Source: an optimization exercise on an open RTL-to-GDS flow (aim: small area, a short achievable clock period and few clock cycles per item). Production flows keep margins and buffers that such runs may drop. In this exercise RTL edits were held to simulation tests only and were not proved equivalent to the original.

## geofence
module geofence (clk, reset, X, Y, valid, is_inside);
input clk;
input reset;
input [9:0] X;
input [9:0] Y;
output valid;
output is_inside;
reg  [3:0] cnt;       
reg  [9:0] px, py;
reg  [9:0] dmx, dmy, rmx, rmy, lmx, lmy;    
reg        dsx, dsy, rsx, rsy, lsx, lsy;    
reg        in_flag;
wire [10:0] ex = {1'b0, X} - {1'b0, px};
wire [10:0] ey = {1'b0, Y} - {1'b0, py};
wire        nx = ex[10], ny = ey[10];
wire [9:0]  ox, oy;
assign ox[0] = 1'b0;
assign oy[0] = 1'b0;
genvar j;
generate
    for (j = 1; j < 10; j = j + 1) begin : g_abs
        assign ox[j] = ox[j-1] | ex[j-1];
        assign oy[j] = oy[j-1] | ey[j-1];
    end
endgenerate
wire        zx = ~(ox[9] | ex[9]), zy = ~(oy[9] | ey[9]);    
always @(posedge clk) begin
    dmx <= ex[9:0] ^ ({10{nx}} & ox);
    dmy <= ey[9:0] ^ ({10{ny}} & oy);
    dsx <= nx | (zx & ny);
    dsy <= ny | (zy & ~nx);
end
wire tie = ~dsy;
wire npa, nql;
wire pa = ~npa, ql = ~nql;
cross_pos u_a (.usx(rsx), .umx(rmx), .usy(rsy), .umy(rmy),
  ...
Size in the first run: about 1300 cells after synthesis, roughly 91 flip-flops, about 24 I/O pins, about 13000 sq um of cells after synthesis.
export LEC_CHECK = 0
export ABC_CLOCK_PERIOD_IN_PS = 4000
export CAP_MARGIN = 20
export CORE_MARGIN = 2
export CORE_UTILIZATION = 40
export SLEW_MARGIN = 20
export SYNTH_HIERARCHICAL = 1
create_clock -name core_clock -period 12.0 [get_ports {clk}]
standard.sh (not shown) runs the stock make flow with config.mk's settings and CLKGATE_MAP_FILE= SYNTH_SCRIPT=/design/flow/synth_recipe.tcl, a recipe that flattens the netlist after the stock synthesis.
==> flow/flow/run.sh <==
#!/bin/bash
set -euo pipefail
bash standard.sh SETUP_SLACK_MARGIN=6.25 "BUFFER_PORTS_ARGS=-buffer_cell sky130_fd_sc_hd__buf_1" finish > standard.log 2>&1
The first run completed without violations.
Testbench counts at the start, summed over its fixed seeds: cycles 10,800, objects 1,200.
Rerun with:
==> flow/flow/run.sh (replaced) <==
#!/bin/bash
set -euo pipefail
bash standard.sh SETUP_SLACK_MARGIN=6.25 finish > standard.log 2>&1
CORE_UTILIZATION = 55   (was 40)
Effect:
- routed wire length is about the same
- fmax goes down slightly
- worst hold slack barely changes
- die area went down by a quarter to a third
- critical path depth rises by 2
- worst setup slack gets worse by 98 ps
- core utilization increases by 18 points
- global-route usage goes up by 7.7 points
- cell count went down by a few percent
- clock skew rises by 6.3 ps

== raven ==
Another version of the RTL of geofence (not shown whole).
Size in the first run: roughly 1300 cells after synthesis, roughly 91 flip-flops, roughly 14000 µm² of cells after synthesis.
Settings: LEC_CHECK=0, ABC_CLOCK_PERIOD_IN_PS=4000, CAP_MARGIN=20, CORE_MARGIN=2, CORE_UTILIZATION=40, GPL_ROUTABILITY_DRIVEN=0, SLEW_MARGIN=20, SYNTH_HIERARCHICAL=1; clock period 12.0 ns.
==> flow/flow/run.sh <==
#!/bin/bash
set -euo pipefail
bash standard.sh SETUP_SLACK_MARGIN=6 finish > standard.log 2>&1
Testbench counts of raven, summed over its fixed seeds: cycles 10,800, objects 1,200.
### raven -> harbor
Settings: GPL_ROUTABILITY_DRIVEN: 0 -> unset; SETUP_SLACK_MARGIN: unset -> 5.
==> flow/run.sh (new file) <==
#!/bin/bash
# synth_recipe.tcl (not shown) runs the flow's synth.tcl, then flattens the netlist and writes it again
# the make line also repeats each setting of config.mk as NAME=value (left out here)
make -C /OpenROAD-flow-scripts/flow DESIGN_CONFIG=/design/flow/config.mk WORK_HOME=/design/flow/orfs CLKGATE_MAP_FILE= SYNTH_SCRIPT=/design/flow/synth_recipe.tcl finish
removed: flow/flow/run.sh
removed: flow/standard.sh
Findings:
In terms of final-report setup violation count, raven and harbor differ only marginally.
Length of routed met2 wiring ends up lower on harbor.
Run comparison: harbor critical path startpoint dmx[4]; raven critical path startpoint rmx[1]
Going from raven to harbor, the worst hold slack was found to have gone up by 0.0057 ns.
Looking at final design instance area without fill across both flows, harbor is the stronger of the two, with raven trailing.
The inputs of xenon differ from those of harbor as listed below.
Settings: removing SETUP_SLACK_MARGIN (formerly 5).
==> flow/flow/run.sh (new file) <==
#!/bin/bash
set -euo pipefail
bash standard.sh SETUP_SLACK_MARGIN=7 finish > standard.log 2>&1
==> flow/standard.sh (new file) <==
#!/bin/bash
# synth_recipe.tcl (not shown) runs the flow's synth.tcl, then flattens the netlist and writes it again
# the make line also repeats each setting of config.mk as NAME=value (left out here)
make -C /OpenROAD-flow-scripts/flow DESIGN_CONFIG=/design/flow/config.mk WORK_HOME=/design/flow/orfs CLKGATE_MAP_FILE= SYNTH_SCRIPT=/design/flow/synth_recipe.tcl "${@:-finish}"
removed: flow/run.sh
## What came out
Fraction of area in multi-input gates (xenon over harbor): decrease, 3.6 points. Hold slack delta (xenon -> harbor): insignificant.
Input-level comparison between tundra and xenon:
Settings: an added ABC_AREA of 1; a deleted ABC_CLOCK_PERIOD_IN_PS that had been 4000.
==> flow/flow/run.sh <==
#!/bin/bash
set -euo pipefail
bash standard.sh SETUP_SLACK_MARGIN=6 finish > standard.log 2>&1
## What came out
- Changes observed in tundra relative to xenon: largest fanout on the critical path rose 11; post-synthesis to final-layout area growth fell 8.1 points; sequential share of layout area about even.
### tundra -> maple
Settings: ABC_CLOCK_PERIOD_IN_PS now 4000, previously not set; ABC_AREA no longer set, was 1.
## What came out
maple closes out successfully: all stages finished, all timing, DRC and antenna checks passed.
The met3 usage of tundra and that of maple are within noise of each other.
The cell type of the slowest stage on the worst timing path comes out fa_1 in one run and edfxtp_1 in the other, namely in tundra and maple respectively.
maple -> tundra: H-tree depth delta 0, exact match
Diff tundra and maple: global-route usage higher in tundra
Compared to tundra, maple leaves less free space in the core.
Relative to tundra, layout buffering overhead excluding clock cells has increased by 0.53 points in maple.
On minimum setup slack in the final design, the lower figure sits with maple, not tundra.
Looking at synthesized area, maple sits 7.3% below tundra.
### maple -> pepper
Settings: CORE_UTILIZATION changed from 40 to 60.
==> comparison <==
- pepper against maple: number of non-filler instances in the completed layout fell by 8.4%, maximum frequency stayed essentially flat, global routing usage summed across all routing layers rose by 10 points, final instance area fell by 210 µm².
- Vias after detailed routing, pepper and maple: lower on maple

-- separate check: timing with driven ports --
No port has a modelled driver above. Below, the same layouts with a new extraction and two added sets of constraints.
Step 1 sets driving cells, clkbuf_16 on the clock port and buf_2 on the other inputs (assumed; they add their load-dependent delay and slew).
Step 2 moves the port delays by t, midway between the first and last clock arrival at a register: inputs arrive t later, outputs are due t later. That takes back most of the time a late clock gives input paths.
Slacks: ideal ports / drivers / drivers and shift; pairs: ideal ports / drivers.
run	t (ns)	setup slack, ns	clock arrival spread, ns	worst data-port slew with drivers (ns)
the first run of note 1	0.367	6.439 / 6.439 / 6.439	0.005 / 0.005	0.04
the second run of note 1	0.376	6.341 / 6.341 / 6.341	0.012 / 0.011	0.04
raven	0.387	6.234 / 6.234 / 6.234	0.017 / 0.017	0.04
harbor	0.394	5.554 / 5.554 / 5.554	0.020 / 0.019	0.03
xenon	0.373	6.491 / 6.491 / 6.491	0.012 / 0.012	0.04
tundra	0.382	6.427 / 6.427 / 6.427	0.014 / 0.014	0.04
maple	0.387	6.234 / 6.234 / 6.234	0.017 / 0.017	0.04
pepper	0.388	6.247 / 6.247 / 6.247	0.010 / 0.009	0.03
After both steps every run listed still meets setup and hold.
